Source: an optimization exercise on an open RTL-to-GDS flow (aim: small area and a short achievable clock period). Production flows keep margins and buffers that such runs may drop.
Where RTL was checked, it was by simulation tests only, not by an equivalence proof against the original.
No activity file was given, so power comes from the tool's default toggle rates.

## old
==> module cic_decimator, before the edit <==
module cic_decimator (
    input   wire            clk         ,
    input   wire            rst         ,
    input   wire    [11:0]  din         ,
    input   wire            din_valid   ,
    output  wire    [36:0]  dout        ,
    output  wire            dout_valid
);
    localparam W  = 37;
    localparam N  = 5;
    localparam K  = 3;                        
    localparam D  = N + K;                    
    function integer LO(input integer k);
        LO = (k * W + K - 1) / K;
    endfunction
    function integer WD(input integer k);
        WD = LO(k + 1) - LO(k);
    endfunction
    reg  [11:0]  xr;
    reg  [3:0]   cnt;
    reg  [D-1:0] vd;
    reg  [D-1:0] rd;
    reg  [D-1:0] dd;
    always @(posedge clk) begin
        xr <= din;
        vd <= {vd[D-2:0], din_valid & ~rst};
        rd <= {rd[D-2:0], rst};
        if (rst) begin
            cnt <= 4'd0;
            dd  <= {D{1'b0}};
        end else begin
            if (din_valid) cnt <= cnt + 4'd1;
            dd  <= {dd[D-2:0], din_valid & (cnt == 4'd15)};
        end
    end
    wire [W-1:0] xs [0:K-1];
    assign xs[0] = {{(W-12){xr[11]}}, xr};
    genvar i, k;
    generate
        for (k = 1; k < K; k = k + 1) begin : XD
            reg [W-1:0] x;
            always @(posedge clk) x <= xs[k-1];
            assign xs[k] = x;
        end
    endgenerate
    wire [W-1:0] acc [0:N];
    assign acc[0] = 0;
    generate
        for (i = 1; i <= N; i = i + 1) begin : INT
            for (k = 0; k < K; k = k + 1) begin : S
                reg  [WD(k)-1:0] a;
                wire [WD(k)-1:0] src = (i == 1) ? xs[k][LO(k) +: WD(k)]
                                                : acc[i-1][LO(k) +: WD(k)];
                wire [WD(k)-1:0] b   = src & {WD(k){vd[i+k-1]}};
                wire [WD(k)-1:0] fb  = a & {WD(k){~rd[i+k-1]}};
                wire [WD(k)-1:0] s;
                wire             ci, co;
                if (k == 0) begin : C
                    assign ci = 1'b0;
                end else begin : C
                    reg c;
                    always @(posedge clk) c <= INT[i].S[k-1].co;
                    assign ci = c;
                end
                cic_add #(.W(WD(k)), .FAST(0)) u_add (.a(fb), .b(b), .ci(ci), .s(s), .co(co));
                always @(posedge clk) a <= s;
                assign acc[i][LO(k) +: WD(k)] = a;
            end
        end
    endgenerate
    reg  [2:0] ph;                    
    reg        pend, run;
    reg        go, act0, last0;
    reg  [1:0] grp;                   
    reg  [K-1:1] act_d, last_d;
    reg        vout;
    wire cap0   = dd[N];              
    wire cap_n  = dd[N-1];            
    wire [2:0] ph_n = (ph == 3'd4) ? 3'd0 : ph + 3'd1;
    wire pend_n = (cap0 | pend) & ~go;
    wire run_n  = act0 & ~last0;
    wire go_n   = (cap_n | pend_n) & (ph_n == 3'd0);
    wire act_n  = go_n | (run_n & (ph_n != 3'd0));
    wire [K-1:0] act  = {act_d,  act0};
    wire [K-1:0] last = {last_d, last0};
    wire         mask = grp[1];
    always @(posedge clk) begin
        if (rst) begin
            ph     <= 3'd0;
            pend   <= 1'b0;
            run    <= 1'b0;
            go     <= 1'b0;
            act0   <= 1'b0;
            last0  <= 1'b0;
            grp    <= 2'd0;
            act_d  <= {(K-1){1'b0}};
            last_d <= {(K-1){1'b0}};
            vout   <= 1'b0;
        end else begin
            ph     <= ph_n;
            pend   <= pend_n;
            run    <= run_n;
            go     <= go_n;
            act0   <= act_n;
            last0  <= act_n & (ph_n == 3'd4);
            act_d  <= act[K-2:0];
            last_d <= last[K-2:0];
            vout   <= last[K-1];
            if (last[K-1] && !grp[1]) grp <= grp + 2'd1;
        end
    end
    generate
        for (k = 0; k < K; k = k + 1) begin : CB
            reg  [WD(k)-1:0]   cur;
            reg  [N*WD(k)-1:0] rn;            
            reg  [N*WD(k)-1:0] ro;            
            wire [WD(k)-1:0] rn0  = rn[WD(k)-1:0];
            wire [WD(k)-1:0] ro0  = ro[WD(k)-1:0];
            wire [WD(k)-1:0] d5   = INT[N].S[k].s;      
            wire [WD(k)-1:0] opnd = cur;
            wire [WD(k)-1:0] old  = ro0 & {WD(k){mask}};
            wire [WD(k)-1:0] diff;
            wire             ci, co;
            if (k == 0) begin : C
                assign ci = 1'b1;
            end else begin : C
                reg c;
                always @(posedge clk) c <= CB[k-1].co;
                assign ci = c;
            end
            cic_add #(.W(WD(k)), .FAST(0)) u_sub (.a(opnd), .b(~old), .ci(ci), .s(diff), .co(co));
            always @(posedge clk) begin
                rn <= {act[k] ? opnd : rn0, rn[N*WD(k)-1:WD(k)]};
                ro <= {act[k] ? rn0  : ro0, ro[N*WD(k)-1:WD(k)]};
                cur <= ({WD(k){act[k]}} & diff)
                     | ({WD(k){~act[k] & dd[N-1+k]}} & d5)
                     | ({WD(k){~act[k] & ~dd[N-1+k]}} & cur);
            end
            assign dout[LO(k) +: WD(k)] = cur;
        end
    endgenerate
    assign dout_valid = vout;
endmodule
==> flow/config.mk <==
export PLATFORM = sky130hd
export DESIGN_NAME = cic_decimator
export DESIGN_NICKNAME = cic_decimator
export VERILOG_FILES = /design/flow/design.v
export SDC_FILE = /design/flow/constraint.sdc
export NUM_CORES = 4
export LEC_CHECK = 0
export CAP_MARGIN = 20
export CORE_MARGIN = 2
export CORE_UTILIZATION = 60
export CTS_BUF_LIST = sky130_fd_sc_hd__clkbuf_16
export CTS_CLUSTER_DIAMETER = 100
export CTS_CLUSTER_SIZE = 30
export SLEW_MARGIN = 20
==> flow/constraint.sdc <==
create_clock -name core_clock -period 13.0 [get_ports {clk}]
set_input_delay 2.6000 -clock core_clock [delete_from_list [all_inputs] [get_ports {clk}]]
set_output_delay 2.6000 -clock core_clock [all_outputs]
set_load 0.01 [all_outputs]
standard.sh (not shown) runs the stock make flow with config.mk's settings and CLKGATE_MAP_FILE= SYNTH_SCRIPT=/design/flow/synth_recipe.tcl, a recipe that flattens the netlist after the stock synthesis.
==> flow/flow/run.sh <==
#!/bin/bash
# Standard synthesis and layout; the port buffers use a faster cell than
# the one buffer_ports picks by default, and timing repair aims for a
# slack margin so the design closes well under the clock period.
set -euo pipefail
bash standard.sh synth > synth.log 2>&1
bash standard.sh "BUFFER_PORTS_ARGS=-buffer_cell sky130_fd_sc_hd__buf_2" SETUP_SLACK_MARGIN=9.6 finish > layout.log 2>&1
[inputs] new vs old
--- a/flow/design.v
+++ b/flow/design.v
@@ -108,9 +108,9 @@
     endgenerate
     reg  [2:0] ph;                    
     reg        pend, run;
-    reg        go, act0, last0;
+    reg        go, act0, byp0, last0;
     reg  [1:0] grp;                   
-    reg  [K-1:1] act_d, last_d;
+    reg  [K-1:1] act_d, byp_d, last_d;
     reg        vout;
     wire cap0   = dd[N];              
     wire cap_n  = dd[N-1];            
@@ -120,6 +120,7 @@
     wire go_n   = (cap_n | pend_n) & (ph_n == 3'd0);
     wire act_n  = go_n | (run_n & (ph_n != 3'd0));
     wire [K-1:0] act  = {act_d,  act0};
+    wire [K-1:0] byp  = {byp_d,  byp0};
     wire [K-1:0] last = {last_d, last0};
     wire         mask = grp[1];
     always @(posedge clk) begin
@@ -129,9 +130,11 @@
             run    <= 1'b0;
             go     <= 1'b0;
             act0   <= 1'b0;
+            byp0   <= 1'b0;
             last0  <= 1'b0;
             grp    <= 2'd0;
             act_d  <= {(K-1){1'b0}};
+            byp_d  <= {(K-1){1'b0}};
             last_d <= {(K-1){1'b0}};
             vout   <= 1'b0;
         end else begin
@@ -140,8 +143,10 @@
             run    <= run_n;
             go     <= go_n;
             act0   <= act_n;
+            byp0   <= go_n & cap_n;
             last0  <= act_n & (ph_n == 3'd4);
             act_d  <= act[K-2:0];
+            byp_d  <= byp[K-2:0];
             last_d <= last[K-2:0];
             vout   <= last[K-1];
             if (last[K-1] && !grp[1]) grp <= grp + 2'd1;
@@ -154,8 +159,8 @@
             reg  [N*WD(k)-1:0] ro;            
             wire [WD(k)-1:0] rn0  = rn[WD(k)-1:0];
             wire [WD(k)-1:0] ro0  = ro[WD(k)-1:0];
-            wire [WD(k)-1:0] d5   = INT[N].S[k].s;      
-            wire [WD(k)-1:0] opnd = cur;
+            wire [WD(k)-1:0] d5   = acc[N][LO(k) +: WD(k)];
+            wire [WD(k)-1:0] opnd = byp[k] ? d5 : cur;
             wire [WD(k)-1:0] old  = ro0 & {WD(k){mask}};
             wire [WD(k)-1:0] diff;
             wire             ci, co;
@@ -171,8 +176,8 @@
                 rn <= {act[k] ? opnd : rn0, rn[N*WD(k)-1:WD(k)]};
                 ro <= {act[k] ? rn0  : ro0, ro[N*WD(k)-1:WD(k)]};
                 cur <= ({WD(k){act[k]}} & diff)
-                     | ({WD(k){~act[k] & dd[N-1+k]}} & d5)
-                     | ({WD(k){~act[k] & ~dd[N-1+k]}} & cur);
+                     | ({WD(k){~act[k] & dd[N+k]}} & d5)
+                     | ({WD(k){~act[k] & ~dd[N+k]}} & cur);
             end
             assign dout[LO(k) +: WD(k)] = cur;
         end
Notes after the runs:
- new packs its core more loosely than old.
- [compare] base=old new=new: worst setup slack saw an increase, simple-gate share of the synthesized area now sits higher.
- new vs. old: overall track demand over capacity in global routing moved down, synthesized cell count rose by about 5%, highest clock rate saw an increase.
- In new relative to old, clock-buffer cell count had gone up by a few percent.
- Wire length of the first global-routing pass deteriorates in new relative to old.
- The combinational group share of total power number comes out lower for old vs new.
- Routed metal-1 wirelength ended up 0.32% lower on new than on old.
- Summary of the comparison: layout cell share with drive strength beyond 1 is lower in new, relative to old.
- The lower number of sequential cells came out of old.
- | first-iteration DRC count | new vs old | worse |
- Met2 track utilization from global routing (new over old): decrease, 0.40 points
No functional check of the RTL was part of any run of this note.

* * *

cic_decimator, a different RTL version from the one above (not shown whole).
Size: ~2,500 cells after synthesis, about 660 flip-flops, ~27,000 µm² of cells after synthesis.
==> module cic_decimator, before the edit <==
module cic_decimator (
    input   wire            clk         ,
    input   wire            rst         ,
    input   wire    [11:0]  din         ,
    input   wire            din_valid   ,
    output  wire    [36:0]  dout        ,
    output  wire            dout_valid
);
    localparam W  = 37;
    localparam N  = 5;
    localparam K  = 3;                        
    localparam D  = N + K;                    
    function integer LO(input integer k);
        LO = (k * W + K - 1) / K;
    endfunction
    function integer WD(input integer k);
        WD = LO(k + 1) - LO(k);
    endfunction
    reg  [11:0]  xr;
    reg  [3:0]   cnt;
    reg  [D-1:0] vd;                  
    reg  [D-1:0] rd;                  
    reg  [D-1:0] dd;                  
    always @(posedge clk) begin
        xr <= din;
        vd <= {vd[D-2:0], din_valid & ~rst};
        rd <= {rd[D-2:0], rst};
        if (rst) begin
            cnt <= 4'd0;
            dd  <= {D{1'b0}};
        end else begin
            if (din_valid) cnt <= cnt + 4'd1;
            dd  <= {dd[D-2:0], din_valid & (cnt == 4'd15)};
        end
    end
    wire [W-1:0] xs [0:K-1];
    assign xs[0] = {{(W-12){xr[11]}}, xr};
    genvar i, k;
    generate
        for (k = 1; k < K; k = k + 1) begin : XD
            reg [W-1:0] x;
            always @(posedge clk) x <= xs[k-1];
            assign xs[k] = x;
        end
    endgenerate
    wire [W-1:0] acc [0:N];
    assign acc[0] = 0;
    generate
        for (i = 1; i <= N; i = i + 1) begin : INT
            for (k = 0; k < K; k = k + 1) begin : S
                reg  [WD(k)-1:0] a;
                wire [WD(k)-1:0] src = (i == 1) ? xs[k][LO(k) +: WD(k)]
                                                : acc[i-1][LO(k) +: WD(k)];
                wire [WD(k)-1:0] b   = src & {WD(k){vd[i+k-1]}};
                wire [WD(k)-1:0] fb  = a & {WD(k){~rd[i+k-1]}};
                wire [WD(k)-1:0] s;
                wire             ci, co;
                if (k == 0) begin : C
                    assign ci = 1'b0;
                end else begin : C
                    reg c;
                    always @(posedge clk) c <= INT[i].S[k-1].co;
                    assign ci = c;
                end
                cic_add #(.W(WD(k))) u_add (.a(fb), .b(b), .ci(ci), .s(s), .co(co));
                always @(posedge clk) a <= s;
                assign acc[i][LO(k) +: WD(k)] = a;
            end
        end
    endgenerate
    reg  [2:0] ph;                    
    reg        pend, run;
    reg  [1:0] grp;                   
    reg  [K-1:1] act_d, byp_d, last_d;
    reg        vout;
    wire cap0  = dd[N];               
    wire go    = (cap0 | pend) & (ph == 3'd0);
    wire act0  = go | (run & (ph != 3'd0));
    wire byp0  = go & cap0;
    wire last0 = act0 & (ph == 3'd4);
    wire [K-1:0] act  = {act_d,  act0};
    wire [K-1:0] byp  = {byp_d,  byp0};
    wire [K-1:0] last = {last_d, last0};
    wire         mask = grp[1];
    always @(posedge clk) begin
        if (rst) begin
            ph     <= 3'd0;
            pend   <= 1'b0;
            run    <= 1'b0;
            grp    <= 2'd0;
            act_d  <= {(K-1){1'b0}};
            byp_d  <= {(K-1){1'b0}};
            last_d <= {(K-1){1'b0}};
            vout   <= 1'b0;
        end else begin
            ph     <= (ph == 3'd4) ? 3'd0 : ph + 3'd1;
            pend   <= (cap0 | pend) & ~go;
            run    <= act0 & ~last0;
            act_d  <= act[K-2:0];
            byp_d  <= byp[K-2:0];
            last_d <= last[K-2:0];
            vout   <= last[K-1];
            if (last[K-1] && !grp[1]) grp <= grp + 2'd1;
        end
    end
    generate
        for (k = 0; k < K; k = k + 1) begin : CB
            reg  [WD(k)-1:0]   cur;
            reg  [N*WD(k)-1:0] rn;            
            reg  [N*WD(k)-1:0] ro;            
            wire [WD(k)-1:0] rn0  = rn[WD(k)-1:0];
            wire [WD(k)-1:0] ro0  = ro[WD(k)-1:0];
            wire [WD(k)-1:0] d5   = acc[N][LO(k) +: WD(k)];
            wire [WD(k)-1:0] opnd = byp[k] ? d5 : cur;
            wire [WD(k)-1:0] old  = ro0 & {WD(k){mask}};
            wire [WD(k)-1:0] diff;
            wire             ci, co;
            if (k == 0) begin : C
                assign ci = 1'b1;
            end else begin : C
                reg c;
                always @(posedge clk) c <= CB[k-1].co;
                assign ci = c;
            end
            cic_add #(.W(WD(k))) u_sub (.a(opnd), .b(~old), .ci(ci), .s(diff), .co(co));
            always @(posedge clk) begin
                rn <= {act[k] ? opnd : rn0, rn[N*WD(k)-1:WD(k)]};
                ro <= {act[k] ? rn0  : ro0, ro[N*WD(k)-1:WD(k)]};
                if (act[k])
                    cur <= diff;
                else if (dd[N+k])
                    cur <= d5;
            end
            assign dout[LO(k) +: WD(k)] = cur;
        end
    endgenerate
    assign dout_valid = vout;
endmodule
Settings: LEC_CHECK=0, CAP_MARGIN=20, CORE_MARGIN=2, CORE_UTILIZATION=60, CTS_BUF_LIST=sky130_fd_sc_hd__clkbuf_16, CTS_CLUSTER_DIAMETER=100, CTS_CLUSTER_SIZE=30, SLEW_MARGIN=20; clock period 13.0 ns.
run.sh (not shown) runs the stock make flow with config.mk's settings and CLKGATE_MAP_FILE= SYNTH_SCRIPT=/design/flow/synth_recipe.tcl, a recipe that flattens the netlist after the stock synthesis.
Stock flow here: none of the scripts above is used.
Next try:
--- a/flow/design.v
+++ b/flow/design.v
@@ -27,13 +27,13 @@
     function integer WD(input integer k);
         WD = LO(k + 1) - LO(k);
     endfunction
     reg  [11:0]  xr;
     reg  [3:0]   cnt;
-    reg  [D-1:0] vd;                  
-    reg  [D-1:0] rd;                  
-    reg  [D-1:0] dd;                  
+    reg  [D-1:0] vd;
+    reg  [D-1:0] rd;
+    reg  [D-1:0] dd;
     always @(posedge clk) begin
         xr <= din;
         vd <= {vd[D-2:0], din_valid & ~rst};
         rd <= {rd[D-2:0], rst};
         if (rst) begin
@@ -79,36 +79,47 @@
             end
         end
     endgenerate
     reg  [2:0] ph;                    
     reg        pend, run;
+    reg        go, act0, byp0, last0;
     reg  [1:0] grp;                   
     reg  [K-1:1] act_d, byp_d, last_d;
     reg        vout;
-    wire cap0  = dd[N];               
-    wire go    = (cap0 | pend) & (ph == 3'd0);
-    wire act0  = go | (run & (ph != 3'd0));
-    wire byp0  = go & cap0;
-    wire last0 = act0 & (ph == 3'd4);
+    wire cap0   = dd[N];              
+    wire cap_n  = dd[N-1];            
+    wire [2:0] ph_n = (ph == 3'd4) ? 3'd0 : ph + 3'd1;
+    wire pend_n = (cap0 | pend) & ~go;
+    wire run_n  = act0 & ~last0;
+    wire go_n   = (cap_n | pend_n) & (ph_n == 3'd0);
+    wire act_n  = go_n | (run_n & (ph_n != 3'd0));
     wire [K-1:0] act  = {act_d,  act0};
     wire [K-1:0] byp  = {byp_d,  byp0};
     wire [K-1:0] last = {last_d, last0};
     wire         mask = grp[1];
     always @(posedge clk) begin
         if (rst) begin
             ph     <= 3'd0;
             pend   <= 1'b0;
             run    <= 1'b0;
+            go     <= 1'b0;
+            act0   <= 1'b0;
+            byp0   <= 1'b0;
+            last0  <= 1'b0;
             grp    <= 2'd0;
             act_d  <= {(K-1){1'b0}};
             byp_d  <= {(K-1){1'b0}};
             last_d <= {(K-1){1'b0}};
             vout   <= 1'b0;
         end else begin
-            ph     <= (ph == 3'd4) ? 3'd0 : ph + 3'd1;
-            pend   <= (cap0 | pend) & ~go;
-            run    <= act0 & ~last0;
+            ph     <= ph_n;
+            pend   <= pend_n;
+            run    <= run_n;
+            go     <= go_n;
+            act0   <= act_n;
+            byp0   <= go_n & cap_n;
+            last0  <= act_n & (ph_n == 3'd4);
             act_d  <= act[K-2:0];
             byp_d  <= byp[K-2:0];
             last_d <= last[K-2:0];
             vout   <= last[K-1];
             if (last[K-1] && !grp[1]) grp <= grp + 2'd1;
The new run produced a clean layout.
Cell area is higher by about 1.4%.
Clock skew is higher by 11 ps.
Final cell count is higher by 3.3%.
Power is higher by about 3%.
Register-to-register slack is better by 310 ps.
Clock power is higher by 3.3%.
Count of clock-buffer cells in the layout is higher by 1.
Synthesized area is higher by about 1.4%.
Hold slack is worse by 20 ps.
Setup slack is better by 110 ps.
Sequential power stays flat.

-- port drivers added, routing unchanged --
Ports are ideal in the flow. The routed layouts listed here were re-timed in OpenROAD.
Step 1 sets driving cells, clkbuf_16 on the clock port and buf_2 on the other inputs (assumed; they add their load-dependent delay and slew).
Step 2, shift: input delay + t, output delay - t, t = (earliest + latest rising clock arrival at the registers) / 2. This alone moves slack from input paths to output paths.
Slacks: ideal ports / drivers / drivers and shift; pairs: ideal ports / drivers.
run	shift t [ns]	setup slack, ns	worst hold slack (ns)	clock arrival spread, ns	worst register clock-pin slew, ns
old	0.652	9.293 / 9.233 / 9.593	0.318 / 0.318 / 0.318	0.030 / 0.030	0.11 / 0.11
new	0.638	9.314 / 9.258 / 9.478	0.328 / 0.328 / 0.328	0.037 / 0.038	0.11 / 0.11
the first run of note 2	0.645	8.725 / 8.669 / 8.857	0.327 / 0.327 / 0.327	0.024 / 0.024	0.12 / 0.12
the second run of note 2	0.655	8.832 / 8.770 / 8.758	0.307 / 0.307 / 0.307	0.034 / 0.035	0.12 / 0.12
After both steps setup and hold are still met in every run listed. For the second run of note 2, which loses most, drivers alone change the setup slack by -0.062 ns; drivers and shift together by -0.074 ns.
